This design comes from an exercise in tuning for small area and a short achievable clock period on the open sky130 flow, not from production work. At most, simulation tests tie the RTL to the original design; equivalence was not proved. Function not checked in run 1: the RTL went through the layout flow alone. Power is estimated from default activity; no workload was simulated.

==> flow/design.v, too long to show whole: its modules and the start of the top module <==
// module testAdd: 6 lines
// module Add: 6 lines
// module testSub: 6 lines
// module Sub: 6 lines
// module testComp: 8 lines
// module Comp: 24 lines
// module testMux2x1: 7 lines
// module Mux2x1: 12 lines
// module testReg: 7 lines
// module Reg: 11 lines
// module testSHL: 6 lines
// module SHL: 6 lines
// module testSHR: 6 lines
// module SHR: 6 lines
// module CircuitTest: 1266 lines
// module g_aoi21: 3 lines
// module g_inv: 3 lines
// module g_ltsel: 3 lines
// module g_nand2: 3 lines
// module g_nand2b: 3 lines
// module g_nor2: 3 lines
// module g_oai21: 3 lines
// module g_xor2: 3 lines
module CircuitTest (a,b,c,z,x,clk,rst);
  // ...
==> flow/flow/run.sh <==
#!/bin/bash
# Own layout flow: the standard ORFS flow (standard.sh) with these changes:
#  - synthesis script flow/mixsynth.tcl: synth_recipe.tcl with ABC run per module,
#    the small gate modules (g_*) with ORFS's speed script and the top module with
#    ORFS's area script (ABC_AREA 1); hierarchy is flattened at the end as before;
#  - no Yosys full/half-adder extraction (ADDER_MAP_FILE empty);
#  - ABC sizes for a 2 fF load (ABC_LOAD_IN_FF), so gate modules get small cells;
#  - the port buffers that buffer_ports puts on every input and output are
#    sky130_fd_sc_hd__buf_1 instead of the default delay buffer.
# Make's full output goes to flow_make.log here; each ORFS step keeps its own log
# under orfs/logs/.
set -uo pipefail
here=$(pwd)
bash standard.sh ADDER_MAP_FILE= ABC_LOAD_IN_FF=2 \
  "SYNTH_SCRIPT=$here/flow/mixsynth.tcl" \
  "BUFFER_PORTS_ARGS=-buffer_cell sky130_fd_sc_hd__buf_1" \
  finish > flow_make.log 2>&1
==> flow/flow/mixsynth.tcl <==
# The standard flow's synthesis script (synth_recipe.tcl) with one change: ABC maps the small
# gate modules (g_*) with ORFS's speed script, which keeps XOR and MUX cells,
# and the rest of the design with ORFS's area script.
proc synth {args} { yosys synth -nofsm -noshare {*}$args }
proc abc {args} {
  set i [lsearch -exact $args -script]
  set speed [lreplace $args $i [expr {$i + 1}] -script $::env(SCRIPTS_DIR)/abc_speed.script]
  set area [lreplace $args $i [expr {$i + 1}] -script $::env(SCRIPTS_DIR)/abc_area.script]
  foreach m [split [string trim [yosys tee -q -s result.string select -list-mod =g_*]] "\n"] {
    if {$m ne ""} { yosys abc {*}$speed =$m }
  }
  yosys abc {*}$area =$::env(DESIGN_NAME)
}
source $::env(SCRIPTS_DIR)/synth.tcl
# left out here: clear keep_hierarchy, flatten, clean up, hide names made inside functions, write 1_2_yosys.v
==> flow/standard.sh <==
#!/bin/bash
# synth_recipe.tcl (not shown) runs the flow's synth.tcl, then flattens the netlist and writes it again
# the make line also repeats each setting of config.mk as NAME=value (left out here)
make -C /OpenROAD-flow-scripts/flow DESIGN_CONFIG=/design/flow/config.mk WORK_HOME=/design/flow/orfs CLKGATE_MAP_FILE= SYNTH_SCRIPT=/design/flow/synth_recipe.tcl "${@:-finish}"
==> flow/config.mk <==
export PLATFORM = sky130hd
export DESIGN_NAME = CircuitTest
export DESIGN_NICKNAME = CircuitTest
export VERILOG_FILES = /design/flow/design.v
export SDC_FILE = /design/flow/constraint.sdc
export NUM_CORES = 4
export LEC_CHECK = 0
export ABC_AREA = 1
export CAP_MARGIN = 20
export CORE_MARGIN = 2
export CORE_UTILIZATION = 40
export CTS_BUF_LIST = sky130_fd_sc_hd__clkbuf_8
export SETUP_SLACK_MARGIN = 4.2
export SLEW_MARGIN = 20
export SYNTH_HIERARCHICAL = 1
export TNS_END_PERCENT = 0
==> flow/constraint.sdc <==
create_clock -name core_clock -period 7.5 [get_ports {clk}]
set_input_delay 1.5000 -clock core_clock [delete_from_list [all_inputs] [get_ports {clk}]]
set_output_delay 1.5000 -clock core_clock [all_outputs]
set_load 0.01 [all_outputs]
==> key figures, run 1 <==
Outcome
  – Run status: no timing/DRC/antenna violations

Timing
  – Final count of pins violating max slew: 0
  – Final number of setup-violating endpoints: 0
  – Minimum period implied by the final worst setup slack: 3.409 ns
  – Final total negative setup slack: 0 ns
  – Unrepaired setup endpoints after global routing: true

Logic synthesis
  – Cell accounting for the most synthesized area: sky130_fd_sc_hd__edfxtp_1
  – Count of flip-flops with a built-in enable after synthesis: 131
  – Proportion of synthesized area in mux cells: 2.117%
  – Synthesized flop and latch total: 131
  – Adder-cell area share of the yosys netlist: 0%
  – Area fraction in compound gates after synthesis: 13.55%
  – Net count of the mapped netlist: 1,922
  – Area fraction of the dominant cell type after synthesis: 33.62%
  – Proportion of synthesized flip-flops having asynchronous set or reset: 0%

Finish
  – Share of the final layout cell area in multi-input gates: 53.50%
  – Number of multi-input combinational cells: 1,458

Routing
  – Met2 wire length: 16,500 um
  – Detailed-route wire length on metal 1: 16,160 um
  – TritonRoute pass-1 iters: 5

Power and ir drop
  – Switching share of power: 40.50%
  – Share of power burned in the clock network: 19.4%
  – NetSw: 1.165 mW

Placement
  – Pre-CTS WS: 2.630 ns
  – Number of placed instances, taps included: 2,350
  – Port buffer count: 257

Floorplanning
  – Core Region: 28,780 um^2
  – Effective utilization at floorplan: 40.65%

Global route
  – Vias in the first global route: 10,650

Setup path
  – Source of the worst register-to-register timing path: er
  – Worst Setup SP: b[39]
  – Crit path largest cell delay: 0.31 ns

Min path
  – Hold path startpoint: ar[0]

Clock network
  – Cts repair resizes: 33

Run
  – Max-Cap Viols: 0
==> run 2: changes to the inputs <==
--- a/flow/design.v
+++ b/flow/design.v
@@ -124,17 +124,17 @@
 	endmodule  
 `timescale 1ns / 1ps
 module CircuitTest (a,b,c,z,x,clk,rst);
 input [63:0] a, b, c;
 input clk,rst;
 output reg [31:0] z, x;
 reg [32:0] ar, yr;
 reg er;
-wire w1, w2, w3, w4, w5, w6, w7, w8, w9, w10, w11, w12, w13, w14, w15, w16, w17, w18, w19, w20, w21, w22, w23, w24, w25, w26, w27, w28, w29, w30, w31, w32, w33, w34, w35, w36, w37, w38, w39, w40, w41, w42, w43, w44, w45, w46, w47, w48, w49, w50, w51, w52, w53, w54, w55, w56, w57, w58, w59, w60, w61, w62, w63, w64, w65, w66, w67, w68, w69, w70, w71, w72, w73, w74, w75, w76, w77, w78, w79, w80, w81, w82, w83, w84, w85, w86, w87, w88, w89, w90, w91, w92, w93, w94, w95, w96, w97, w98, w99, w100, w101, w102, w103, w104, w105, w106, w107, w108, w109, w110, w111, w112, w113, w114, w115, w116, w117, w118, w119, w120, w121, w122, w123, w124, w125, w126, w127, w128, w129, w130, w131, w132, w133, w134, w135, w136, w137, w138, w139, w140, w141, w142, w143, w144, w145, w146, w147, w148, w149, w150, w151, w152, w153, w154, w155, w156, w157, w158, w159, w160, w161, w162, w163, w164, w165, w166, w167, w168, w169, w170, w171, w172, w173, w174, w175, w176, w177, w178, w179, w180, w181, w182, w183, w184, w185, w186, w187, w188, w189, w190, w191, w192, w193, w194, w195, w196, w197, w198, w199, w200, w201, w202, w203, w204, w205, w206, w207, w208, w209, w210, w211, w212, w213, w214, w215, w216, w217, w218, w219, w220, w221, w222, w223, w224, w225, w226, w227, w228, w229, w230, w231, w232, w233, w234, w235, w236, w237, w238, w239, w240, w241, w242, w243, w244, w245, w246, w247, w248, w249, w250, w251, w252, w253, w254, w255, w256, w257, w258, w259, w260, w261, w262, w263, w264, w265, w266, w267, w268, w269, w270, w271, w272, w273, w274, w275, w276, w277, w278, w279, w280, w281, w282, w283, w284, w285, w286, w287, w288, w289, w290, w291, w292, w293, w294, w295, w296, w297, w298, w299, w300, w301, w302, w303, w304, w305, w306, w307, w308, w309, w310, w311, w312, w313, w314, w315, w316, w317, w318, w319, w320, w321, w322, w323, w324, w325, w326, w327, w328, w329, w330, w331, w332, w333, w334, w335, w336, w337, w338, w339, w340, w341, w342, w343, w344, w345, w346, w347, w348, w349, w350, w351, w352, w353, w354, w355, w356, w357, w358, w359, w360, w361, w362, w363, w364, w365, w366, w367, w368, w369, w370, w371, w372, w373, w374, w375, w376, w377, w378, w379, w380, w381, w382, w383, w384, w385, w386, w387, w388, w389, w390, w391, w392, w393, w394, w395, w396, w397, w398, w399, w400, w401, w402, w403, w404, w405, w406, w407, w408, w409, w410, w411, w412, w413, w414, w415, w416, w417, w418, w419, w420, w421, w422, w423, w424, w425, w426, w427, w428, w429, w430, w431, w432, w433, w434, w435, w436, w437, w438, w439, w440, w441, w442, w443, w444, w445, w446, w447, w448, w449, w450, w451, w452, w453, w454, w455, w456, w457, w458, w459, w460, w461, w462, w463, w464, w465, w466, w467, w468, w469, w470, w471, w472, w473, w474, w475, w476, w477, w478, w479, w480, w481, w482, w483, w484, w485, w486, w487, w488, w489, w490, w491, w492, w493, w494, w495, w496, w497, w498, w499, w500, w501, w502, w503, w504, w505, w506, w507, w508, w509, w510, w511, w512, w513, w514, w515, w516, w517, w518, w519, w520, w521, w522, w523, w524, w525, w526, w527, w528, w529, w530, w531, w532, w533, w534, w535, w536, w537, w538, w539, w540, w541, w542, w543, w544, w545, w546, w547, w548, w549, w550, w551, w552, w553, w554, w555, w556, w557, w558, w559, w560, w561, w562, w563, w564, w565, w566, w567, w568, w569, w570, w571, w572, w573, w574, w575, w576, w577, w578, w579, w580, w581, w582, w583, w584, w585, w586, w587, w588, w589, w590, w591, w592, w593, w594, w595, w596, w597, w598, w599, w600, w601, w602, w603, w604, w605, w606, w607, w608, w609, w610, w611, w612, w613, w614, w615, w616, w617, w618, w619, w620, w621, w622, w623, w624, w625, w626, w627, w628, w629, w630, w631, w632, w633, w634, w635, w636, w637, w638, w639, w640, w641, w642, w643, w644, w645, w646, w647, w648, w649, w650, w651, w652, w653, w654, w655, w656, w657, w658, w659, w660, w661, w662, w663, w664, w665, w666, w667, w668, w669, w670, w671, w672, w673, w674, w675, w676, w677, w678, w679, w680, w681, w682, w683, w684, w685, w686, w687, w688, w689, w690, w691, w692, w693, w694, w695, w696, w697, w698, w699, w700, w701, w702, w703, w704, w705, w706, w707, w708, w709, w710, w711, w712, w713, w714, w715, w716, w717, w718, w719, w720, w721, w722, w723, w724, w725, w726, w727, w728, w729, w730, w731, w732, w733, w734, w735, w736, w737, w738, w739, w740, w741, w742, w743, w744, w745, w746, w747, w748, w749, w750, w751, w752, w753, w754;
+wire w1, w2, w3, w4, w5, w6, w7, w8, w9, w10, w11, w12, w13, w14, w15, w16, w17, w18, w19, w20, w21, w22, w23, w24, w25, w26, w27, w28, w29, w30, w31, w32, w33, w34, w35, w36, w37, w38, w39, w40, w41, w42, w43, w44, w45, w46, w47, w48, w49, w50, w51, w52, w53, w54, w55, w56, w57, w58, w59, w60, w61, w62, w63, w64, w65, w66, w67, w68, w69, w70, w71, w72, w73, w74, w75, w76, w77, w78, w79, w80, w81, w82, w83, w84, w85, w86, w87, w88, w89, w90, w91, w92, w93, w94, w95, w96, w97, w98, w99, w100, w101, w102, w103, w104, w105, w106, w107, w108, w109, w110, w111, w112, w113, w114, w115, w116, w117, w118, w119, w120, w121, w122, w123, w124, w125, w126, w127, w128, w129, w130, w131, w132, w133, w134, w135, w136, w137, w138, w139, w140, w141, w142, w143, w144, w145, w146, w147, w148, w149, w150, w151, w152, w153, w154, w155, w156, w157, w158, w159, w160, w161, w162, w163, w164, w165, w166, w167, w168, w169, w170, w171, w172, w173, w174, w175, w176, w177, w178, w179, w180, w181, w182, w183, w184, w185, w186, w187, w188, w189, w190, w191, w192, w193, w194, w195, w196, w197, w198, w199, w200, w201, w202, w203, w204, w205, w206, w207, w208, w209, w210, w211, w212, w213, w214, w215, w216, w217, w218, w219, w220, w221, w222, w223, w224, w225, w226, w227, w228, w229, w230, w231, w232, w233, w234, w235, w236, w237, w238, w239, w240, w241, w242, w243, w244, w245, w246, w247, w248, w249, w250, w251, w252, w253, w254, w255, w256, w257, w258, w259, w260, w261, w262, w263, w264, w265, w266, w267, w268, w269, w270, w271, w272, w273, w274, w275, w276, w277, w278, w279, w280, w281, w282, w283, w284, w285, w286, w287, w288, w289, w290, w291, w292, w293, w294, w295, w296, w297, w298, w299, w300, w301, w302, w303, w304, w305, w306, w307, w308, w309, w310, w311, w312, w313, w314, w315, w316, w317, w318, w319, w320, w321, w322, w323, w324, w325, w326, w327, w328, w329, w330, w331, w332, w333, w334, w335, w336, w337, w338, w339, w340, w341, w342, w343, w344, w345, w346, w347, w348, w349, w350, w351, w352, w353, w354, w355, w356, w357, w358, w359, w360, w361, w362, w363, w364, w365, w366, w367, w368, w369, w370, w371, w372, w373, w374, w375, w376, w377, w378, w379, w380, w381, w382, w383, w384, w385, w386, w387, w388, w389, w390, w391, w392, w393, w394, w395, w396, w397, w398, w399, w400, w401, w402, w403, w404, w405, w406, w407, w408, w409, w410, w411, w412, w413, w414, w415, w416, w417, w418, w419, w420, w421, w422, w423, w424, w425, w426, w427, w428, w429, w430, w431, w432, w433, w434, w435, w436, w437, w438, w439, w440, w441, w442, w443, w444, w445, w446, w447, w448, w449, w450, w451, w452, w453, w454, w455, w456, w457, w458, w459, w460, w461, w462, w463, w464, w465, w466, w467, w468, w469, w470, w471, w472, w473, w474, w475, w476, w477, w478, w479, w480, w481, w482, w483, w484, w485, w486, w487, w488, w489, w490, w491, w492, w493, w494, w495, w496, w497, w498, w499, w500, w501, w502, w503, w504, w505, w506, w507, w508, w509, w510, w511, w512, w513, w514, w515, w516, w517, w518, w519, w520, w521, w522, w523, w524, w525, w526, w527, w528, w529, w530, w531, w532, w533, w534, w535, w536, w537, w538, w539, w540, w541, w542, w543, w544, w545, w546, w547, w548, w549, w550, w551, w552, w553, w554, w555, w556, w557, w558, w559, w560, w561, w562, w563, w564, w565, w566, w567, w568, w569, w570, w571, w572, w573, w574, w575, w576, w577, w578, w579, w580, w581, w582, w583, w584, w585, w586, w587, w588, w589, w590, w591, w592, w593, w594, w595, w596, w597, w598, w599, w600, w601, w602, w603, w604, w605, w606, w607, w608, w609, w610, w611, w612, w613, w614, w615, w616, w617, w618, w619, w620, w621, w622, w623, w624, w625, w626, w627, w628, w629, w630, w631, w632, w633, w634, w635, w636, w637, w638, w639, w640, w641, w642, w643, w644, w645, w646, w647, w648, w649, w650, w651, w652, w653, w654, w655, w656, w657, w658, w659, w660, w661, w662, w663, w664, w665, w666, w667, w668, w669, w670, w671, w672, w673, w674, w675, w676, w677, w678, w679, w680, w681, w682, w683, w684, w685, w686, w687, w688, w689, w690, w691, w692, w693, w694, w695, w696, w697, w698, w699, w700, w701, w702, w703, w704, w705, w706, w707, w708, w709, w710, w711, w712, w713, w714, w715, w716, w717, w718, w719, w720, w721, w722, w723, w724, w725, w726, w727, w728, w729, w730, w731, w732, w733, w734, w735, w736, w737, w738, w739, w740, w741, w742, w743, w744, w745, w746, w747, w748, w749, w750, w751, w752;
 g_nand2 u1 (.a(a[0]), .b(b[0]), .y(w1));
 g_nor2 u2 (.a(a[0]), .b(b[0]), .y(w2));
 g_nand2 u3 (.a(a[1]), .b(b[1]), .y(w3));
 g_nor2 u4 (.a(a[1]), .b(b[1]), .y(w4));
 g_nand2 u5 (.a(a[2]), .b(b[2]), .y(w5));
 g_nor2 u6 (.a(a[2]), .b(b[2]), .y(w6));
 g_nand2 u7 (.a(a[3]), .b(b[3]), .y(w7));
 g_nor2 u8 (.a(a[3]), .b(b[3]), .y(w8));
@@ -876,121 +876,88 @@
 g_nor2 u744 (.a(w742), .b(w736), .y(w744));
 g_aoi21 u745 (.a1(w744), .a2(w729), .b1(w743), .y(w745));
 g_nand2 u746 (.a(w744), .b(w730), .y(w746));
 g_oai21 u747 (.a1(w746), .a2(w715), .b1(w745), .y(w747));
 g_nor2 u748 (.a(w746), .b(w716), .y(w748));
 g_aoi21 u749 (.a1(w748), .a2(w685), .b1(w747), .y(w749));
 g_nand2 u750 (.a(w748), .b(w686), .y(w750));
 g_ltsel u751 (.cdn(w248), .cen(w496), .bltn(w749), .y(w751));
-g_ltsel u752 (.cdn(w248), .cen(w496), .bltn(w749), .y(w752));
-g_ltsel u753 (.cdn(w248), .cen(w496), .bltn(w749), .y(w753));
-g_inv u754 (.a(w750), .y(w754));
+g_inv u752 (.a(w750), .y(w752));
 wire dLTe = w751;
-wire dEQe = w754;
-wire y0 = w751 ? c[0] : b[0];
-wire y1 = w751 ? c[1] : b[1];
-wire y2 = w751 ? c[2] : b[2];
-wire y3 = w751 ? c[3] : b[3];
-wire y4 = w751 ? c[4] : b[4];
-wire y5 = w751 ? c[5] : b[5];
-wire y6 = w751 ? c[6] : b[6];
-wire y7 = w751 ? c[7] : b[7];
-wire y8 = w751 ? c[8] : b[8];
-wire y9 = w751 ? c[9] : b[9];
-wire y10 = w751 ? c[10] : b[10];
-wire y11 = w751 ? c[11] : b[11];
-wire y12 = w751 ? c[12] : b[12];
-wire y13 = w751 ? c[13] : b[13];
-wire y14 = w751 ? c[14] : b[14];
-wire y15 = w751 ? c[15] : b[15];
-wire y16 = w751 ? c[16] : b[16];
-wire y17 = w751 ? c[17] : b[17];
-wire y18 = w751 ? c[18] : b[18];
-wire y19 = w751 ? c[19] : b[19];
-wire y20 = w751 ? c[20] : b[20];
-wire y21 = w751 ? c[21] : b[21];
-wire y22 = w752 ? c[22] : b[22];
-wire y23 = w752 ? c[23] : b[23];
-wire y24 = w752 ? c[24] : b[24];
-wire y25 = w752 ? c[25] : b[25];
-wire y26 = w752 ? c[26] : b[26];
-wire y27 = w752 ? c[27] : b[27];
-wire y28 = w752 ? c[28] : b[28];
-wire y29 = w752 ? c[29] : b[29];
-wire y30 = w752 ? c[30] : b[30];
-wire y31 = w752 ? c[31] : b[31];
-wire y32 = w752 ? c[32] : b[32];
-wire [32:0] y = {y32, y31, y30, y29, y28, y27, y26, y25, y24, y23, y22, y21, y20, y19, y18, y17, y16, y15, y14, y13, y12, y11, y10, y9, y8, y7, y6, y5, y4, y3, y2, y1, y0};
-wire n755 = ar[0] ^ yr[0];
-wire n756 = ar[1] ^ yr[1];
-wire n757 = ar[2] ^ yr[2];
-wire n758 = ar[3] ^ yr[3];
-wire n759 = ar[4] ^ yr[4];
-wire n760 = ar[5] ^ yr[5];
-wire n761 = ar[6] ^ yr[6];
-wire n762 = ar[7] ^ yr[7];
-wire n763 = ar[8] ^ yr[8];
-wire n764 = ar[9] ^ yr[9];
-wire n765 = ar[10] ^ yr[10];
-wire n766 = ar[11] ^ yr[11];
-wire n767 = ar[12] ^ yr[12];
-wire n768 = ar[13] ^ yr[13];
-wire n769 = ar[14] ^ yr[14];
-wire n770 = ar[15] ^ yr[15];
-wire n771 = ar[16] ^ yr[16];
-wire n772 = ar[17] ^ yr[17];
-wire n773 = ar[18] ^ yr[18];
-wire n774 = ar[19] ^ yr[19];
-wire n775 = ar[20] ^ yr[20];
-wire n776 = ar[21] ^ yr[21];
-wire n777 = ar[22] ^ yr[22];
-wire n778 = ar[23] ^ yr[23];
-wire n779 = ar[24] ^ yr[24];
-wire n780 = ar[25] ^ yr[25];
-wire n781 = ar[26] ^ yr[26];
-wire n782 = ar[27] ^ yr[27];
-wire n783 = ar[28] ^ yr[28];
-wire n784 = ar[29] ^ yr[29];
-wire n785 = ar[30] ^ yr[30];
-wire n786 = ar[31] ^ yr[31];
-wire n787 = ar[32] ^ yr[32];
-wire n788 = ar[0] & yr[0];
-wire n789 = ar[1] & yr[1];
-wire n790 = ar[2] & yr[2];
-wire n791 = ar[3] & yr[3];
-wire n792 = ar[4] & yr[4];
-wire n793 = ar[5] & yr[5];
-wire n794 = ar[6] & yr[6];
-wire n795 = ar[7] & yr[7];
-wire n796 = ar[8] & yr[8];
-wire n797 = ar[9] & yr[9];
-wire n798 = ar[10] & yr[10];
-wire n799 = ar[11] & yr[11];
-wire n800 = ar[12] & yr[12];
-wire n801 = ar[13] & yr[13];
-wire n802 = ar[14] & yr[14];
-wire n803 = ar[15] & yr[15];
-wire n804 = ar[16] & yr[16];
-wire n805 = ar[17] & yr[17];
-wire n806 = ar[18] & yr[18];
-wire n807 = ar[19] & yr[19];
-wire n808 = ar[20] & yr[20];
-wire n809 = ar[21] & yr[21];
-wire n810 = ar[22] & yr[22];
-wire n811 = ar[23] & yr[23];
-wire n812 = ar[24] & yr[24];
-wire n813 = ar[25] & yr[25];
-wire n814 = ar[26] & yr[26];
-wire n815 = ar[27] & yr[27];
-wire n816 = ar[28] & yr[28];
-wire n817 = ar[29] & yr[29];
-wire n818 = ar[30] & yr[30];
-wire n819 = ar[31] & yr[31];
-wire n820 = ar[32] & yr[32];
+wire dEQe = w752;
+wire [32:0] y = dLTe ? c[32:0] : b[32:0];
+wire n753 = ar[0] ^ yr[0];
+wire n754 = ar[1] ^ yr[1];
+wire n755 = ar[2] ^ yr[2];
+wire n756 = ar[3] ^ yr[3];
+wire n757 = ar[4] ^ yr[4];
+wire n758 = ar[5] ^ yr[5];
+wire n759 = ar[6] ^ yr[6];
+wire n760 = ar[7] ^ yr[7];
+wire n761 = ar[8] ^ yr[8];
+wire n762 = ar[9] ^ yr[9];
+wire n763 = ar[10] ^ yr[10];
+wire n764 = ar[11] ^ yr[11];
+wire n765 = ar[12] ^ yr[12];
+wire n766 = ar[13] ^ yr[13];
+wire n767 = ar[14] ^ yr[14];
+wire n768 = ar[15] ^ yr[15];
+wire n769 = ar[16] ^ yr[16];
+wire n770 = ar[17] ^ yr[17];
+wire n771 = ar[18] ^ yr[18];
+wire n772 = ar[19] ^ yr[19];
+wire n773 = ar[20] ^ yr[20];
+wire n774 = ar[21] ^ yr[21];
+wire n775 = ar[22] ^ yr[22];
+wire n776 = ar[23] ^ yr[23];
+wire n777 = ar[24] ^ yr[24];
+wire n778 = ar[25] ^ yr[25];
+wire n779 = ar[26] ^ yr[26];
+wire n780 = ar[27] ^ yr[27];
+wire n781 = ar[28] ^ yr[28];
+wire n782 = ar[29] ^ yr[29];
+wire n783 = ar[30] ^ yr[30];
+wire n784 = ar[31] ^ yr[31];
+wire n785 = ar[32] ^ yr[32];
+wire n786 = ar[0] & yr[0];
+wire n787 = ar[1] & yr[1];
+wire n788 = ar[2] & yr[2];
+wire n789 = ar[3] & yr[3];
+wire n790 = ar[4] & yr[4];
+wire n791 = ar[5] & yr[5];
+wire n792 = ar[6] & yr[6];
+wire n793 = ar[7] & yr[7];
+wire n794 = ar[8] & yr[8];
+wire n795 = ar[9] & yr[9];
+wire n796 = ar[10] & yr[10];
+wire n797 = ar[11] & yr[11];
+wire n798 = ar[12] & yr[12];
+wire n799 = ar[13] & yr[13];
+wire n800 = ar[14] & yr[14];
+wire n801 = ar[15] & yr[15];
+wire n802 = ar[16] & yr[16];
+wire n803 = ar[17] & yr[17];
+wire n804 = ar[18] & yr[18];
+wire n805 = ar[19] & yr[19];
+wire n806 = ar[20] & yr[20];
+wire n807 = ar[21] & yr[21];
+wire n808 = ar[22] & yr[22];
+wire n809 = ar[23] & yr[23];
+wire n810 = ar[24] & yr[24];
+wire n811 = ar[25] & yr[25];
+wire n812 = ar[26] & yr[26];
+wire n813 = ar[27] & yr[27];
+wire n814 = ar[28] & yr[28];
+wire n815 = ar[29] & yr[29];
+wire n816 = ar[30] & yr[30];
+wire n817 = ar[31] & yr[31];
+wire n818 = ar[32] & yr[32];
+wire n819 = n787 | (n754 & n786);
+wire n820 = n754 & n753;
 wire n821 = n789 | (n756 & n788);
 wire n822 = n756 & n755;
 wire n823 = n791 | (n758 & n790);
 wire n824 = n758 & n757;
 wire n825 = n793 | (n760 & n792);
 wire n826 = n760 & n759;
 wire n827 = n795 | (n762 & n794);
 wire n828 = n762 & n761;
@@ -1011,232 +978,232 @@
 wire n843 = n811 | (n778 & n810);
 wire n844 = n778 & n777;
 wire n845 = n813 | (n780 & n812);
 wire n846 = n780 & n779;
 wire n847 = n815 | (n782 & n814);
 wire n848 = n782 & n781;
 wire n849 = n817 | (n784 & n816);
 wire n850 = n784 & n783;
-wire n851 = n819 | (n786 & n818);
-wire n852 = n786 & n785;
-wire n853 = n823 | (n824 & n821);
-wire n854 = n824 & n822;
-wire n855 = n827 | (n828 & n825);
-wire n856 = n828 & n826;
-wire n857 = n831 | (n832 & n829);
-wire n858 = n832 & n830;
-wire n859 = n835 | (n836 & n833);
-wire n860 = n836 & n834;
-wire n861 = n839 | (n840 & n837);
-wire n862 = n840 & n838;
-wire n863 = n843 | (n844 & n841);
-wire n864 = n844 & n842;
-wire n865 = n847 | (n848 & n845);
-wire n866 = n848 & n846;
-wire n867 = n851 | (n852 & n849);
-wire n868 = n852 & n850;
-wire n869 = n855 | (n856 & n853);
-wire n870 = n856 & n854;
-wire n871 = n859 | (n860 & n857);
-wire n872 = n860 & n858;
-wire n873 = n863 | (n864 & n861);
-wire n874 = n864 & n862;
-wire n875 = n867 | (n868 & n865);
-wire n876 = n868 & n866;
-wire n877 = n871 | (n872 & n869);
-wire n878 = n872 & n870;
-wire n879 = n875 | (n876 & n873);
-wire n880 = n876 & n874;
-wire n881 = n879 | (n880 & n877);
-wire n882 = n880 & n878;
-wire n883 = n873 | (n874 & n877);
-wire n884 = n874 & n878;
-wire n885 = n857 | (n858 & n869);
-wire n886 = n858 & n870;
-wire n887 = n861 | (n862 & n877);
-wire n888 = n862 & n878;
-wire n889 = n865 | (n866 & n883);
-wire n890 = n866 & n884;
-wire n891 = n825 | (n826 & n853);
-wire n892 = n826 & n854;
-wire n893 = n829 | (n830 & n869);
-wire n894 = n830 & n870;
-wire n895 = n833 | (n834 & n885);
-wire n896 = n834 & n886;
-wire n897 = n837 | (n838 & n877);
-wire n898 = n838 & n878;
-wire n899 = n841 | (n842 & n887);
-wire n900 = n842 & n888;
-wire n901 = n845 | (n846 & n883);
-wire n902 = n846 & n884;
-wire n903 = n849 | (n850 & n889);
-wire n904 = n850 & n890;
-wire n905 = n790 | (n757 & n821);
-wire n906 = n757 & n822;
-wire n907 = n792 | (n759 & n853);
-wire n908 = n759 & n854;
-wire n909 = n794 | (n761 & n891);
-wire n910 = n761 & n892;
-wire n911 = n796 | (n763 & n869);
-wire n912 = n763 & n870;
-wire n913 = n798 | (n765 & n893);
-wire n914 = n765 & n894;
-wire n915 = n800 | (n767 & n885);
-wire n916 = n767 & n886;
-wire n917 = n802 | (n769 & n895);
-wire n918 = n769 & n896;
-wire n919 = n804 | (n771 & n877);
-wire n920 = n771 & n878;
-wire n921 = n806 | (n773 & n897);
-wire n922 = n773 & n898;
-wire n923 = n808 | (n775 & n887);
-wire n924 = n775 & n888;
-wire n925 = n810 | (n777 & n899);
-wire n926 = n777 & n900;
-wire n927 = n812 | (n779 & n883);
-wire n928 = n779 & n884;
-wire n929 = n814 | (n781 & n901);
-wire n930 = n781 & n902;
-wire n931 = n816 | (n783 & n889);
-wire n932 = n783 & n890;
-wire n933 = n818 | (n785 & n903);
-wire n934 = n785 & n904;
-wire n935 = n820 | (n787 & n881);
-wire n936 = n787 & n882;
-wire n937 = n756 ^ n788;
-wire n938 = n757 ^ n821;
+wire n851 = n821 | (n822 & n819);
+wire n852 = n822 & n820;
+wire n853 = n825 | (n826 & n823);
+wire n854 = n826 & n824;
+wire n855 = n829 | (n830 & n827);
+wire n856 = n830 & n828;
+wire n857 = n833 | (n834 & n831);
+wire n858 = n834 & n832;
+wire n859 = n837 | (n838 & n835);
+wire n860 = n838 & n836;
+wire n861 = n841 | (n842 & n839);
+wire n862 = n842 & n840;
+wire n863 = n845 | (n846 & n843);
+wire n864 = n846 & n844;
+wire n865 = n849 | (n850 & n847);
+wire n866 = n850 & n848;
+wire n867 = n853 | (n854 & n851);
+wire n868 = n854 & n852;
+wire n869 = n857 | (n858 & n855);
+wire n870 = n858 & n856;
+wire n871 = n861 | (n862 & n859);
+wire n872 = n862 & n860;
+wire n873 = n865 | (n866 & n863);
+wire n874 = n866 & n864;
+wire n875 = n869 | (n870 & n867);
+wire n876 = n870 & n868;
+wire n877 = n873 | (n874 & n871);
+wire n878 = n874 & n872;
+wire n879 = n877 | (n878 & n875);
+wire n880 = n878 & n876;
+wire n881 = n871 | (n872 & n875);
+wire n882 = n872 & n876;
+wire n883 = n855 | (n856 & n867);
+wire n884 = n856 & n868;
+wire n885 = n859 | (n860 & n875);
+wire n886 = n860 & n876;
+wire n887 = n863 | (n864 & n881);
+wire n888 = n864 & n882;
+wire n889 = n823 | (n824 & n851);
+wire n890 = n824 & n852;
+wire n891 = n827 | (n828 & n867);
+wire n892 = n828 & n868;
+wire n893 = n831 | (n832 & n883);
+wire n894 = n832 & n884;
+wire n895 = n835 | (n836 & n875);
+wire n896 = n836 & n876;
+wire n897 = n839 | (n840 & n885);
+wire n898 = n840 & n886;
+wire n899 = n843 | (n844 & n881);
+wire n900 = n844 & n882;
+wire n901 = n847 | (n848 & n887);
+wire n902 = n848 & n888;
+wire n903 = n788 | (n755 & n819);
+wire n904 = n755 & n820;
+wire n905 = n790 | (n757 & n851);
+wire n906 = n757 & n852;
+wire n907 = n792 | (n759 & n889);
+wire n908 = n759 & n890;
+wire n909 = n794 | (n761 & n867);
+wire n910 = n761 & n868;
+wire n911 = n796 | (n763 & n891);
+wire n912 = n763 & n892;
+wire n913 = n798 | (n765 & n883);
+wire n914 = n765 & n884;
+wire n915 = n800 | (n767 & n893);
+wire n916 = n767 & n894;
+wire n917 = n802 | (n769 & n875);
+wire n918 = n769 & n876;
+wire n919 = n804 | (n771 & n895);
+wire n920 = n771 & n896;
+wire n921 = n806 | (n773 & n885);
+wire n922 = n773 & n886;
+wire n923 = n808 | (n775 & n897);
+wire n924 = n775 & n898;
+wire n925 = n810 | (n777 & n881);
+wire n926 = n777 & n882;
+wire n927 = n812 | (n779 & n899);
+wire n928 = n779 & n900;
+wire n929 = n814 | (n781 & n887);
+wire n930 = n781 & n888;
+wire n931 = n816 | (n783 & n901);
+wire n932 = n783 & n902;
+wire n933 = n818 | (n785 & n879);
+wire n934 = n785 & n880;
+wire n935 = n754 ^ n786;
+wire n936 = n755 ^ n819;
+wire n937 = n756 ^ n903;
+wire n938 = n757 ^ n851;
 wire n939 = n758 ^ n905;
-wire n940 = n759 ^ n853;
+wire n940 = n759 ^ n889;
 wire n941 = n760 ^ n907;
-wire n942 = n761 ^ n891;
+wire n942 = n761 ^ n867;
 wire n943 = n762 ^ n909;
-wire n944 = n763 ^ n869;
+wire n944 = n763 ^ n891;
 wire n945 = n764 ^ n911;
-wire n946 = n765 ^ n893;
+wire n946 = n765 ^ n883;
 wire n947 = n766 ^ n913;
-wire n948 = n767 ^ n885;
+wire n948 = n767 ^ n893;
 wire n949 = n768 ^ n915;
-wire n950 = n769 ^ n895;
+wire n950 = n769 ^ n875;
 wire n951 = n770 ^ n917;
-wire n952 = n771 ^ n877;
+wire n952 = n771 ^ n895;
 wire n953 = n772 ^ n919;
-wire n954 = n773 ^ n897;
+wire n954 = n773 ^ n885;
 wire n955 = n774 ^ n921;
-wire n956 = n775 ^ n887;
+wire n956 = n775 ^ n897;
 wire n957 = n776 ^ n923;
-wire n958 = n777 ^ n899;
+wire n958 = n777 ^ n881;
 wire n959 = n778 ^ n925;
-wire n960 = n779 ^ n883;
+wire n960 = n779 ^ n899;
 wire n961 = n780 ^ n927;
-wire n962 = n781 ^ n901;
+wire n962 = n781 ^ n887;
 wire n963 = n782 ^ n929;
-wire n964 = n783 ^ n889;
+wire n964 = n783 ^ n901;
 wire n965 = n784 ^ n931;
-wire n966 = n785 ^ n903;
-wire n967 = n786 ^ n933;
-wire n968 = n787 ^ n881;
-wire n969 = yr[0] ^ er;
-wire n970 = yr[1] ^ er;
-wire n971 = yr[2] ^ er;
-wire n972 = yr[3] ^ er;
-wire n973 = yr[4] ^ er;
-wire n974 = yr[5] ^ er;
-wire n975 = yr[6] ^ er;
-wire n976 = yr[7] ^ er;
-wire n977 = yr[8] ^ er;
-wire n978 = yr[9] ^ er;
-wire n979 = yr[10] ^ er;
-wire n980 = yr[11] ^ er;
-wire n981 = yr[12] ^ er;
-wire n982 = yr[13] ^ er;
-wire n983 = yr[14] ^ er;
-wire n984 = yr[15] ^ er;
-wire n985 = yr[16] ^ er;
-wire n986 = yr[17] ^ er;
-wire n987 = yr[18] ^ er;
-wire n988 = yr[19] ^ er;
-wire n989 = yr[20] ^ er;
-wire n990 = yr[21] ^ er;
-wire n991 = yr[22] ^ er;
-wire n992 = yr[23] ^ er;
-wire n993 = yr[24] ^ er;
-wire n994 = yr[25] ^ er;
-wire n995 = yr[26] ^ er;
-wire n996 = yr[27] ^ er;
-wire n997 = yr[28] ^ er;
-wire n998 = yr[29] ^ er;
-wire n999 = yr[30] ^ er;
-wire n1000 = yr[31] ^ er;
-wire n1001 = ar[0] ^ n969;
-wire n1002 = ar[1] ^ n970;
-wire n1003 = ar[2] ^ n971;
-wire n1004 = ar[3] ^ n972;
-wire n1005 = ar[4] ^ n973;
-wire n1006 = ar[5] ^ n974;
-wire n1007 = ar[6] ^ n975;
-wire n1008 = ar[7] ^ n976;
-wire n1009 = ar[8] ^ n977;
-wire n1010 = ar[9] ^ n978;
-wire n1011 = ar[10] ^ n979;
-wire n1012 = ar[11] ^ n980;
-wire n1013 = ar[12] ^ n981;
-wire n1014 = ar[13] ^ n982;
-wire n1015 = ar[14] ^ n983;
-wire n1016 = ar[15] ^ n984;
-wire n1017 = ar[16] ^ n985;
-wire n1018 = ar[17] ^ n986;
-wire n1019 = ar[18] ^ n987;
-wire n1020 = ar[19] ^ n988;
-wire n1021 = ar[20] ^ n989;
-wire n1022 = ar[21] ^ n990;
-wire n1023 = ar[22] ^ n991;
-wire n1024 = ar[23] ^ n992;
-wire n1025 = ar[24] ^ n993;
-wire n1026 = ar[25] ^ n994;
-wire n1027 = ar[26] ^ n995;
-wire n1028 = ar[27] ^ n996;
-wire n1029 = ar[28] ^ n997;
-wire n1030 = ar[29] ^ n998;
-wire n1031 = ar[30] ^ n999;
-wire n1032 = ar[31] ^ n1000;
-wire n1033 = ar[0] & n969;
-wire n1034 = ar[1] & n970;
-wire n1035 = ar[2] & n971;
-wire n1036 = ar[3] & n972;
-wire n1037 = ar[4] & n973;
-wire n1038 = ar[5] & n974;
-wire n1039 = ar[6] & n975;
-wire n1040 = ar[7] & n976;
-wire n1041 = ar[8] & n977;
-wire n1042 = ar[9] & n978;
-wire n1043 = ar[10] & n979;
-wire n1044 = ar[11] & n980;
-wire n1045 = ar[12] & n981;
-wire n1046 = ar[13] & n982;
-wire n1047 = ar[14] & n983;
-wire n1048 = ar[15] & n984;
-wire n1049 = ar[16] & n985;
-wire n1050 = ar[17] & n986;
-wire n1051 = ar[18] & n987;
-wire n1052 = ar[19] & n988;
-wire n1053 = ar[20] & n989;
-wire n1054 = ar[21] & n990;
-wire n1055 = ar[22] & n991;
-wire n1056 = ar[23] & n992;
-wire n1057 = ar[24] & n993;
-wire n1058 = ar[25] & n994;
-wire n1059 = ar[26] & n995;
-wire n1060 = ar[27] & n996;
-wire n1061 = ar[28] & n997;
-wire n1062 = ar[29] & n998;
-wire n1063 = ar[30] & n999;
-wire n1064 = ar[31] & n1000;
-wire n1065 = n1033 | (n1001 & er);
-wire n1066 = n1034 | (n1002 & n1065);
+wire n966 = n785 ^ n879;
+wire n967 = yr[0] ^ er;
+wire n968 = yr[1] ^ er;
+wire n969 = yr[2] ^ er;
+wire n970 = yr[3] ^ er;
+wire n971 = yr[4] ^ er;
+wire n972 = yr[5] ^ er;
+wire n973 = yr[6] ^ er;
+wire n974 = yr[7] ^ er;
+wire n975 = yr[8] ^ er;
+wire n976 = yr[9] ^ er;
+wire n977 = yr[10] ^ er;
+wire n978 = yr[11] ^ er;
+wire n979 = yr[12] ^ er;
+wire n980 = yr[13] ^ er;
+wire n981 = yr[14] ^ er;
+wire n982 = yr[15] ^ er;
+wire n983 = yr[16] ^ er;
+wire n984 = yr[17] ^ er;
+wire n985 = yr[18] ^ er;
+wire n986 = yr[19] ^ er;
+wire n987 = yr[20] ^ er;
+wire n988 = yr[21] ^ er;
+wire n989 = yr[22] ^ er;
+wire n990 = yr[23] ^ er;
+wire n991 = yr[24] ^ er;
+wire n992 = yr[25] ^ er;
+wire n993 = yr[26] ^ er;
+wire n994 = yr[27] ^ er;
+wire n995 = yr[28] ^ er;
+wire n996 = yr[29] ^ er;
+wire n997 = yr[30] ^ er;
+wire n998 = yr[31] ^ er;
+wire n999 = ar[0] ^ n967;
+wire n1000 = ar[1] ^ n968;
+wire n1001 = ar[2] ^ n969;
+wire n1002 = ar[3] ^ n970;
+wire n1003 = ar[4] ^ n971;
+wire n1004 = ar[5] ^ n972;
+wire n1005 = ar[6] ^ n973;
+wire n1006 = ar[7] ^ n974;
+wire n1007 = ar[8] ^ n975;
+wire n1008 = ar[9] ^ n976;
+wire n1009 = ar[10] ^ n977;
+wire n1010 = ar[11] ^ n978;
+wire n1011 = ar[12] ^ n979;
+wire n1012 = ar[13] ^ n980;
+wire n1013 = ar[14] ^ n981;
+wire n1014 = ar[15] ^ n982;
+wire n1015 = ar[16] ^ n983;
+wire n1016 = ar[17] ^ n984;
+wire n1017 = ar[18] ^ n985;
+wire n1018 = ar[19] ^ n986;
+wire n1019 = ar[20] ^ n987;
+wire n1020 = ar[21] ^ n988;
+wire n1021 = ar[22] ^ n989;
+wire n1022 = ar[23] ^ n990;
+wire n1023 = ar[24] ^ n991;
+wire n1024 = ar[25] ^ n992;
+wire n1025 = ar[26] ^ n993;
+wire n1026 = ar[27] ^ n994;
+wire n1027 = ar[28] ^ n995;
+wire n1028 = ar[29] ^ n996;
+wire n1029 = ar[30] ^ n997;
+wire n1030 = ar[31] ^ n998;
+wire n1031 = ar[0] & n967;
+wire n1032 = ar[1] & n968;
+wire n1033 = ar[2] & n969;
+wire n1034 = ar[3] & n970;
+wire n1035 = ar[4] & n971;
+wire n1036 = ar[5] & n972;
+wire n1037 = ar[6] & n973;
+wire n1038 = ar[7] & n974;
+wire n1039 = ar[8] & n975;
+wire n1040 = ar[9] & n976;
+wire n1041 = ar[10] & n977;
+wire n1042 = ar[11] & n978;
+wire n1043 = ar[12] & n979;
+wire n1044 = ar[13] & n980;
+wire n1045 = ar[14] & n981;
+wire n1046 = ar[15] & n982;
+wire n1047 = ar[16] & n983;
+wire n1048 = ar[17] & n984;
+wire n1049 = ar[18] & n985;
+wire n1050 = ar[19] & n986;
+wire n1051 = ar[20] & n987;
+wire n1052 = ar[21] & n988;
+wire n1053 = ar[22] & n989;
+wire n1054 = ar[23] & n990;
+wire n1055 = ar[24] & n991;
+wire n1056 = ar[25] & n992;
+wire n1057 = ar[26] & n993;
+wire n1058 = ar[27] & n994;
+wire n1059 = ar[28] & n995;
+wire n1060 = ar[29] & n996;
+wire n1061 = ar[30] & n997;
+wire n1062 = ar[31] & n998;
+wire n1063 = n1031 | (n999 & er);
+wire n1064 = n1032 | (n1000 & n1063);
+wire n1065 = n1000 & n999;
+wire n1066 = n1034 | (n1002 & n1033);
 wire n1067 = n1002 & n1001;
 wire n1068 = n1036 | (n1004 & n1035);
 wire n1069 = n1004 & n1003;
 wire n1070 = n1038 | (n1006 & n1037);
 wire n1071 = n1006 & n1005;
 wire n1072 = n1040 | (n1008 & n1039);
 wire n1073 = n1008 & n1007;
 wire n1074 = n1042 | (n1010 & n1041);
@@ -1256,140 +1223,138 @@
 wire n1088 = n1056 | (n1024 & n1055);
 wire n1089 = n1024 & n1023;
 wire n1090 = n1058 | (n1026 & n1057);
 wire n1091 = n1026 & n1025;
 wire n1092 = n1060 | (n1028 & n1059);
 wire n1093 = n1028 & n1027;
 wire n1094 = n1062 | (n1030 & n1061);
 wire n1095 = n1030 & n1029;
-wire n1096 = n1064 | (n1032 & n1063);
-wire n1097 = n1032 & n1031;
-wire n1098 = n1068 | (n1069 & n1066);
-wire n1099 = n1069 & n1067;
-wire n1100 = n1072 | (n1073 & n1070);
-wire n1101 = n1073 & n1071;
-wire n1102 = n1076 | (n1077 & n1074);
-wire n1103 = n1077 & n1075;
-wire n1104 = n1080 | (n1081 & n1078);
-wire n1105 = n1081 & n1079;
-wire n1106 = n1084 | (n1085 & n1082);
-wire n1107 = n1085 & n1083;
-wire n1108 = n1088 | (n1089 & n1086);
-wire n1109 = n1089 & n1087;
-wire n1110 = n1092 | (n1093 & n1090);
-wire n1111 = n1093 & n1091;
-wire n1112 = n1096 | (n1097 & n1094);
-wire n1113 = n1097 & n1095;
-wire n1114 = n1100 | (n1101 & n1098);
-wire n1115 = n1101 & n1099;
-wire n1116 = n1104 | (n1105 & n1102);
-wire n1117 = n1105 & n1103;
-wire n1118 = n1108 | (n1109 & n1106);
-wire n1119 = n1109 & n1107;
-wire n1120 = n1112 | (n1113 & n1110);
-wire n1121 = n1113 & n1111;
-wire n1122 = n1116 | (n1117 & n1114);
-wire n1123 = n1117 & n1115;
-wire n1124 = n1120 | (n1121 & n1118);
-wire n1125 = n1121 & n1119;
-wire n1126 = n1124 | (n1125 & n1122);
-wire n1127 = n1125 & n1123;
-wire n1128 = n1118 | (n1119 & n1122);
-wire n1129 = n1119 & n1123;
-wire n1130 = n1102 | (n1103 & n1114);
-wire n1131 = n1103 & n1115;
-wire n1132 = n1106 | (n1107 & n1122);
-wire n1133 = n1107 & n1123;
-wire n1134 = n1110 | (n1111 & n1128);
-wire n1135 = n1111 & n1129;
-wire n1136 = n1070 | (n1071 & n1098);
-wire n1137 = n1071 & n1099;
-wire n1138 = n1074 | (n1075 & n1114);
-wire n1139 = n1075 & n1115;
-wire n1140 = n1078 | (n1079 & n1130);
-wire n1141 = n1079 & n1131;
-wire n1142 = n1082 | (n1083 & n1122);
-wire n1143 = n1083 & n1123;
-wire n1144 = n1086 | (n1087 & n1132);
-wire n1145 = n1087 & n1133;
-wire n1146 = n1090 | (n1091 & n1128);
-wire n1147 = n1091 & n1129;
-wire n1148 = n1094 | (n1095 & n1134);
-wire n1149 = n1095 & n1135;
-wire n1150 = n1035 | (n1003 & n1066);
-wire n1151 = n1003 & n1067;
-wire n1152 = n1037 | (n1005 & n1098);
-wire n1153 = n1005 & n1099;
-wire n1154 = n1039 | (n1007 & n1136);
-wire n1155 = n1007 & n1137;
-wire n1156 = n1041 | (n1009 & n1114);
-wire n1157 = n1009 & n1115;
-wire n1158 = n1043 | (n1011 & n1138);
-wire n1159 = n1011 & n1139;
-wire n1160 = n1045 | (n1013 & n1130);
-wire n1161 = n1013 & n1131;
-wire n1162 = n1047 | (n1015 & n1140);
-wire n1163 = n1015 & n1141;
-wire n1164 = n1049 | (n1017 & n1122);
-wire n1165 = n1017 & n1123;
-wire n1166 = n1051 | (n1019 & n1142);
-wire n1167 = n1019 & n1143;
-wire n1168 = n1053 | (n1021 & n1132);
-wire n1169 = n1021 & n1133;
-wire n1170 = n1055 | (n1023 & n1144);
-wire n1171 = n1023 & n1145;
-wire n1172 = n1057 | (n1025 & n1128);
-wire n1173 = n1025 & n1129;
-wire n1174 = n1059 | (n1027 & n1146);
-wire n1175 = n1027 & n1147;
-wire n1176 = n1061 | (n1029 & n1134);
-wire n1177 = n1029 & n1135;
-wire n1178 = n1063 | (n1031 & n1148);
-wire n1179 = n1031 & n1149;
-wire n1180 = n1001 ^ er;
-wire n1181 = n1002 ^ n1065;
-wire n1182 = n1003 ^ n1066;
+wire n1096 = n1066 | (n1067 & n1064);
+wire n1097 = n1067 & n1065;
+wire n1098 = n1070 | (n1071 & n1068);
+wire n1099 = n1071 & n1069;
+wire n1100 = n1074 | (n1075 & n1072);
+wire n1101 = n1075 & n1073;
+wire n1102 = n1078 | (n1079 & n1076);
+wire n1103 = n1079 & n1077;
+wire n1104 = n1082 | (n1083 & n1080);
+wire n1105 = n1083 & n1081;
+wire n1106 = n1086 | (n1087 & n1084);
+wire n1107 = n1087 & n1085;
+wire n1108 = n1090 | (n1091 & n1088);
+wire n1109 = n1091 & n1089;
+wire n1110 = n1094 | (n1095 & n1092);
+wire n1111 = n1095 & n1093;
+wire n1112 = n1098 | (n1099 & n1096);
+wire n1113 = n1099 & n1097;
+wire n1114 = n1102 | (n1103 & n1100);
+wire n1115 = n1103 & n1101;
+wire n1116 = n1106 | (n1107 & n1104);
+wire n1117 = n1107 & n1105;
+wire n1118 = n1110 | (n1111 & n1108);
+wire n1119 = n1111 & n1109;
+wire n1120 = n1114 | (n1115 & n1112);
+wire n1121 = n1115 & n1113;
+wire n1122 = n1118 | (n1119 & n1116);
+wire n1123 = n1119 & n1117;
+wire n1124 = n1122 | (n1123 & n1120);
+wire n1125 = n1123 & n1121;
+wire n1126 = n1116 | (n1117 & n1120);
+wire n1127 = n1117 & n1121;
+wire n1128 = n1100 | (n1101 & n1112);
+wire n1129 = n1101 & n1113;
+wire n1130 = n1104 | (n1105 & n1120);
+wire n1131 = n1105 & n1121;
+wire n1132 = n1108 | (n1109 & n1126);
+wire n1133 = n1109 & n1127;
+wire n1134 = n1068 | (n1069 & n1096);
+wire n1135 = n1069 & n1097;
+wire n1136 = n1072 | (n1073 & n1112);
+wire n1137 = n1073 & n1113;
+wire n1138 = n1076 | (n1077 & n1128);
+wire n1139 = n1077 & n1129;
+wire n1140 = n1080 | (n1081 & n1120);
+wire n1141 = n1081 & n1121;
+wire n1142 = n1084 | (n1085 & n1130);
+wire n1143 = n1085 & n1131;
+wire n1144 = n1088 | (n1089 & n1126);
+wire n1145 = n1089 & n1127;
+wire n1146 = n1092 | (n1093 & n1132);
+wire n1147 = n1093 & n1133;
+wire n1148 = n1033 | (n1001 & n1064);
+wire n1149 = n1001 & n1065;
+wire n1150 = n1035 | (n1003 & n1096);
+wire n1151 = n1003 & n1097;
+wire n1152 = n1037 | (n1005 & n1134);
+wire n1153 = n1005 & n1135;
+wire n1154 = n1039 | (n1007 & n1112);
+wire n1155 = n1007 & n1113;
+wire n1156 = n1041 | (n1009 & n1136);
+wire n1157 = n1009 & n1137;
+wire n1158 = n1043 | (n1011 & n1128);
+wire n1159 = n1011 & n1129;
+wire n1160 = n1045 | (n1013 & n1138);
+wire n1161 = n1013 & n1139;
+wire n1162 = n1047 | (n1015 & n1120);
+wire n1163 = n1015 & n1121;
+wire n1164 = n1049 | (n1017 & n1140);
+wire n1165 = n1017 & n1141;
+wire n1166 = n1051 | (n1019 & n1130);
+wire n1167 = n1019 & n1131;
+wire n1168 = n1053 | (n1021 & n1142);
+wire n1169 = n1021 & n1143;
+wire n1170 = n1055 | (n1023 & n1126);
+wire n1171 = n1023 & n1127;
+wire n1172 = n1057 | (n1025 & n1144);
+wire n1173 = n1025 & n1145;
+wire n1174 = n1059 | (n1027 & n1132);
+wire n1175 = n1027 & n1133;
+wire n1176 = n1061 | (n1029 & n1146);
+wire n1177 = n1029 & n1147;
+wire n1178 = n999 ^ er;
+wire n1179 = n1000 ^ n1063;
+wire n1180 = n1001 ^ n1064;
+wire n1181 = n1002 ^ n1148;
+wire n1182 = n1003 ^ n1096;
 wire n1183 = n1004 ^ n1150;
-wire n1184 = n1005 ^ n1098;
+wire n1184 = n1005 ^ n1134;
 wire n1185 = n1006 ^ n1152;
-wire n1186 = n1007 ^ n1136;
+wire n1186 = n1007 ^ n1112;
 wire n1187 = n1008 ^ n1154;
-wire n1188 = n1009 ^ n1114;
+wire n1188 = n1009 ^ n1136;
 wire n1189 = n1010 ^ n1156;
-wire n1190 = n1011 ^ n1138;
+wire n1190 = n1011 ^ n1128;
 wire n1191 = n1012 ^ n1158;
-wire n1192 = n1013 ^ n1130;
+wire n1192 = n1013 ^ n1138;
 wire n1193 = n1014 ^ n1160;
-wire n1194 = n1015 ^ n1140;
+wire n1194 = n1015 ^ n1120;
 wire n1195 = n1016 ^ n1162;
-wire n1196 = n1017 ^ n1122;
+wire n1196 = n1017 ^ n1140;
 wire n1197 = n1018 ^ n1164;
-wire n1198 = n1019 ^ n1142;
+wire n1198 = n1019 ^ n1130;
 wire n1199 = n1020 ^ n1166;
-wire n1200 = n1021 ^ n1132;
+wire n1200 = n1021 ^ n1142;
 wire n1201 = n1022 ^ n1168;
-wire n1202 = n1023 ^ n1144;
+wire n1202 = n1023 ^ n1126;
 wire n1203 = n1024 ^ n1170;
-wire n1204 = n1025 ^ n1128;
+wire n1204 = n1025 ^ n1144;
 wire n1205 = n1026 ^ n1172;
-wire n1206 = n1027 ^ n1146;
+wire n1206 = n1027 ^ n1132;
 wire n1207 = n1028 ^ n1174;
-wire n1208 = n1029 ^ n1134;
+wire n1208 = n1029 ^ n1146;
 wire n1209 = n1030 ^ n1176;
-wire n1210 = n1031 ^ n1148;
-wire n1211 = n1032 ^ n1178;
-wire [32:0] greg = {n968, n967, n966, n965, n964, n963, n962, n961, n960, n959, n958, n957, n956, n955, n954, n953, n952, n951, n950, n949, n948, n947, n946, n945, n944, n943, n942, n941, n940, n939, n938, n937, n755};
-wire [31:0] hreg = {n1211, n1210, n1209, n1208, n1207, n1206, n1205, n1204, n1203, n1202, n1201, n1200, n1199, n1198, n1197, n1196, n1195, n1194, n1193, n1192, n1191, n1190, n1189, n1188, n1187, n1186, n1185, n1184, n1183, n1182, n1181, n1180};
+wire [32:0] greg = {n966, n965, n964, n963, n962, n961, n960, n959, n958, n957, n956, n955, n954, n953, n952, n951, n950, n949, n948, n947, n946, n945, n944, n943, n942, n941, n940, n939, n938, n937, n936, n935, n753};
+wire [31:0] hreg = {n1209, n1208, n1207, n1206, n1205, n1204, n1203, n1202, n1201, n1200, n1199, n1198, n1197, n1196, n1195, n1194, n1193, n1192, n1191, n1190, n1189, n1188, n1187, n1186, n1185, n1184, n1183, n1182, n1181, n1180, n1179, n1178};
 always @(posedge clk) begin
   if (!rst) begin
     ar <= a[32:0];
     yr <= y;
     er <= dEQe;
-    x <= {(w753 ? hreg[30] : hreg[31]), (w753 ? hreg[29] : hreg[30]), (w753 ? hreg[28] : hreg[29]), (w753 ? hreg[27] : hreg[28]), (w753 ? hreg[26] : hreg[27]), (w753 ? hreg[25] : hreg[26]), (w753 ? hreg[24] : hreg[25]), (w753 ? hreg[23] : hreg[24]), (w753 ? hreg[22] : hreg[23]), (w753 ? hreg[21] : hreg[22]), (w753 ? hreg[20] : hreg[21]), (w753 ? hreg[19] : hreg[20]), (w753 ? hreg[18] : hreg[19]), (w753 ? hreg[17] : hreg[18]), (w753 ? hreg[16] : hreg[17]), (w753 ? hreg[15] : hreg[16]), (w753 ? hreg[14] : hreg[15]), (w753 ? hreg[13] : hreg[14]), (w753 ? hreg[12] : hreg[13]), (w753 ? hreg[11] : hreg[12]), (w753 ? hreg[10] : hreg[11]), (w752 ? hreg[9] : hreg[10]), (w752 ? hreg[8] : hreg[9]), (w752 ? hreg[7] : hreg[8]), (w752 ? hreg[6] : hreg[7]), (w752 ? hreg[5] : hreg[6]), (w752 ? hreg[4] : hreg[5]), (w752 ? hreg[3] : hreg[4]), (w752 ? hreg[2] : hreg[3]), (w752 ? hreg[1] : hreg[2]), (w752 ? hreg[0] : hreg[1]), (~w752 & hreg[0])};
+    x <= dLTe ? {hreg[30:0], 1'b0} : hreg;
     z <= dEQe ? greg[32:1] : greg[31:0];
   end
 end
 endmodule
 module g_aoi21 (input a1, input a2, input b1, output y);
   assign y = ~((a1 & a2) | b1);
 endmodule
 module g_inv (input a, output y);
==> run 2 against run 1 <==
  * Fmax is 5.7% higher
  * Critical path depth is 3 higher
  * Via count is 1.2% higher
  * Die area is 0.20% lower
  * Final area is 0.36% lower
==> key figures, run 2 <==
Outcome
  – Run status: no timing/DRC/antenna violations

Global route
  – Largest net degree at the start of global routing: 67
  – Total overflow reported by the global router: 0
  – Antenna violations before repair: 2
  – Vias in the first global route: 10,840 (+1.8%)
  – Global-route usage over all layers: 22.45%
  – Global-route wire length before repair: 54,080 um

Routing
  – TritonRoute pass-1 iters: 5 (unchanged)
  – Number of remaining DRC errors: 0
  – Detail Route Antenna Nets: 0
  – Via count of the routed design: 11,900
  – Detailed-route wire length per cell: 14.38 um
  – Detailed router's first-iteration violation count: 705
  – Sum of routed wire length over all layers: 35,050 um
  – Via count normalized by instance count: 4.882

Timing
  – Final worst setup slack: 4.276 ns
  – Unrepaired setup endpoints after global routing: true
  – Final hold violation count: 0
  – Minimum period implied by the final worst setup slack: 3.224 ns (-0.1850 ns)
  – Achievable frequency: 310.2 MHz
  – Slew headroom: 43.81%
  – Final count of pins violating max slew: 0 (unchanged)
  – Worst-Margin Slew: 0.8428 ns
  – Final total negative setup slack: 0 ns (unchanged)
  – Final clock skew: 0.01250 ns
  – Final number of setup-violating endpoints: 0 (unchanged)
  – Ratio of final minimum period to clock period: 42.99%
  – Post-route worst hold slack: 0.7531 ns

Setup path
  – Number of logic stages on the critical path including buffering: 15
  – Depth of the most critical reg-to-reg path: 19
  – R2R Path End: x[29]
  – Worst R2R Setup Slack: 4.55 ns
  – Master of the slowest instance on the critical path: sky130_fd_sc_hd__buf_1
  – Worst setup path endpoint: x[22]
  – Top delay family on crit path: compound AO/OA/AOI/OAI gates
  – Startpoint-to-endpoint class of the critical path: input pin to flip-flop
  – Count of buffer and inverter cells on the critical path: 4
  – Critical path capture point type: flip-flop
  – Required time at the worst-slack endpoint: 7.70 ns
  – Crit path cell chain: buf_1 > nor2_1 > nor2_1 > a21oi_1 > o21ai_1 > a21oi_1 > o21ai_1 > a21oi_2 > nor2_1 > o21a_2 > buf_12 > clkinv_16 > clkbuf_16 > nand3_1 > o21ai_0
  – Crit-path max FO: 12
  – Worst Setup SP: a[3]
  – Source of the worst register-to-register timing path: er
  – Crit path launch type: input pin
  – Crit path largest cell delay: 0.22 ns (-0.09 ns)
  – Critical Path AT: 3.42 ns
  – Most frequent cell on the critical path: sky130_fd_sc_hd__nor2_1

Finish
  – Regs by FF count: ar x33, yr x33
  – Final nets: 2,232
  – Fraction of layout cells with a size suffix above 1: 11.85%
  – Area growth from synthesis to layout: 20.86%
  – Core Util, Final: 49.17%
  – Non-filler instance count after layout: 2,437
  – Most common library cell in the layout ignoring fill and taps: sky130_fd_sc_hd__nand2_1
  – Post-route cell area: 14,110 um^2
  – Commonest cells after routing, fill and taps aside: sky130_fd_sc_hd__nand2_1, sky130_fd_sc_hd__nor2_1, sky130_fd_sc_hd__buf_1

Floorplanning
  – Overall die width: 174.9 um
  – Effective utilization at floorplan: 40.68% (about the same)
  – Placement Rows: 62
  – Height of the die: 174.9 um
  – Boundary pin count: 258
  – Core Region: 28,700 um^2 (-0.27%)
  – Total die area: 30,570 um^2

Logic synthesis
  – Synthesized instance count: 1,766
  – List of most frequent post-synthesis cells: sky130_fd_sc_hd__nand2_1, sky130_fd_sc_hd__nor2_1, sky130_fd_sc_hd__edfxtp_1
  – Area of the mapped netlist: 11,680 um^2
  – Proportion of synthesized chip area in sequential cells: 33.69%
  – Most common cell in the synthesized netlist: sky130_fd_sc_hd__nand2_1
  – Cell accounting for the most synthesized area: sky130_fd_sc_hd__edfxtp_1
  – Post-Syn Area per Cell: 6.612 um^2
  – Number of distinct library cells after synthesis: 39
  – Most area-consuming cells after synthesis: sky130_fd_sc_hd__edfxtp_1, sky130_fd_sc_hd__nand2_1, sky130_fd_sc_hd__nor2_1
  – Proportion of synthesized flip-flops having asynchronous set or reset: 0% (unchanged)
  – Count of flip-flops with a built-in enable after synthesis: 131 (unchanged)
  – Net count of the mapped netlist: 1,960 (+2.0%)
  – Yosys warning total: 7
  – Synthesized flop and latch total: 131 (unchanged)
  – Dominant synthesized flop cell: sky130_fd_sc_hd__edfxtp_1
  – Area fraction of the dominant cell type after synthesis: 33.69% (+0.068 points)

Clock network
  – Number of buffers created by CTS: 17
  – Number of buffers between clock root and the deepest sink: 2
  – H-tree depth: 4
  – CTS clk-pin slew, worst paths: 0.08 ns
  – Cts-stage hold buffer count: 0
  – TritonCTS sink count: 131
  – CTS tree: done
  – Clock Latency Late Sink: 0.46 ns
  – Clock Root Buffer: sky130_fd_sc_hd__clkbuf_8

Min path
  – Kind of path behind the tightest hold check: flip-flop to flip-flop

Placement
  – Port buffer count: 257 (unchanged)
  – Number of placed instances, taps included: 2,388 (+1.6%)
  – Final GP Congestion: 0.9001
  – Pre-CTS WS: 2.640 ns (+0.009400 ns)
  – Post-place instance area: 13,020 um^2
  – Placed wire-length estimate after detailed placement: 27,330 um

Power and ir drop
  – Worst supply voltage drop on vdd: 116.6 uV
  – Static Leakage: 6.293 nW
  – Tot Pwr: 3.008 mW
  – Total power divided by cell area: 213.2 nW/um^2

Run
  – Max-Cap Viols: 0 (unchanged)
run 2: cell families after synthesis:
family,synth area share (%)
DFF,33.69
buffers and inverters,4.897
AOI/OAI and AO/OA,13.52
xor gates and xnor gates,11.39
and+or+nand+nor,36.41
muxes,0.08573
run 2: cell type report:
class                   instances  area [um^2]
fillers                      2999        14590
multi-input cells            1498         7403
flip-flops and latches        131         3934
repair buffers                276         1393
well taps                     384        480.5
inverters                     112        454.2
clock buffers                  17        234.0
clock inverters                15        190.2
repair inverters                2        18.77
diodes                          2        5.005
run 2: what timing repair did:
item	CTS	global route
resized for setup	57	121
pin swaps	8	31
endpoints found under the setup margin	83	83
buffers inserted	4	4
cloned	4	3
run 2: Yosys stat by module (local to each module, per instance):
| module | flops+latches | copies in the design |
|---|---|---|
| g_nor2 | 0 | 246 |
| CircuitTest | 131 | 1 |
| g_inv | 0 | 1 |
| g_oai21 | 0 | 126 |
| g_nand2b | 0 | 64 |
| g_aoi21 | 0 | 63 |
| g_xor2 | 0 | 64 |
| g_nand2 | 0 | 185 |
| g_ltsel | 0 | 1 |
run 2: worst min path at each step:
stage / cells past startpoint / slack, ns / startpoint / end
after floorplan: 2 / 0.60 / ar[0] / x[0]
final: 2 / 0.75 / ar[0] / x[0]
after global routing: 2 / 0.80 / ar[0] / x[0]
after global placement: 2 / 0.73 / ar[0] / x[0]
after detailed placement: 2 / 0.73 / ar[0] / x[0]
after CTS: 2 / 0.75 / ar[0] / x[0]
run 2: worst reg2reg max path: stages, from the launching register on:
cell and delay [ns]:
sky130_fd_sc_hd__edfxtp_1 0.38, sky130_fd_sc_hd__buf_12 0.26, sky130_fd_sc_hd__inv_2 0.20, sky130_fd_sc_hd__o21ai_0 0.26, sky130_fd_sc_hd__nand3_1 0.13, sky130_fd_sc_hd__nand2_1 0.14
sky130_fd_sc_hd__nand2_1 0.08, sky130_fd_sc_hd__nand2_2 0.11, sky130_fd_sc_hd__nand2_1 0.08, sky130_fd_sc_hd__nand2_2 0.12, sky130_fd_sc_hd__nand2_1 0.08, sky130_fd_sc_hd__nand2_2 0.10
sky130_fd_sc_hd__nand2_1 0.07, sky130_fd_sc_hd__nand2_2 0.12, sky130_fd_sc_hd__nand2_2 0.06, sky130_fd_sc_hd__nand2_2 0.11, sky130_fd_sc_hd__nand2_1 0.06, sky130_fd_sc_hd__nand2_1 0.07
sky130_fd_sc_hd__xor2_1 0.18, sky130_fd_sc_hd__o21ai_0 0.11
run 2: power breakdown:
part / internal, mW / leakage, nW / total, mW / switching, mW
sequential: 1.01 / 1.28 / 1.08 / 0.0709
combinational: 0.472 / 4.81 / 1.29 / 0.815
clock: 0.358 / 0.204 / 0.642 / 0.284
run 2: metal layers:
layer	vias up	track usage, %	wire, um
met5	-	0	0
met4	0	7.326	690
met3	41	3.786	2078
met2	361	38.06	16460
met1	5250	29.10	15830
li1	6245	-	-

port drivers added, routing unchanged:
Ports are ideal in the flow. The routed layouts listed here were re-timed in OpenROAD. Step 1 (the two cells are an assumption about what drives the block):
set clk [get_ports {clk}]
set_driving_cell -lib_cell sky130_fd_sc_hd__clkbuf_16 $clk
set_driving_cell -lib_cell sky130_fd_sc_hd__buf_2 [delete_from_list [all_inputs] $clk]
Step 2 adds t to the input delays and takes it off the output delays; t is the mean of the earliest and latest rising clock arrival at the registers after step 1. Input paths then give back, and output paths get back, about the clock's delay inside the block. Three values: ideal ports, drivers, drivers and shift; two values: the first two.
run | t (ns) | slack for setup (ns) | worst hold slack (ns) | cell pins on the clock port's net
run 1 | 0.506 | 4.091 / 4.108 / 3.602 | 0.772 / 0.772 / 0.772 | 1
run 2 | 0.493 | 4.276 / 4.294 / 3.801 | 0.753 / 0.753 / 0.753 | 1
After both steps every run listed still meets setup and hold. The setup slack of run 1, which loses most, moves by +0.017 ns with the drivers and by -0.489 ns with both steps.
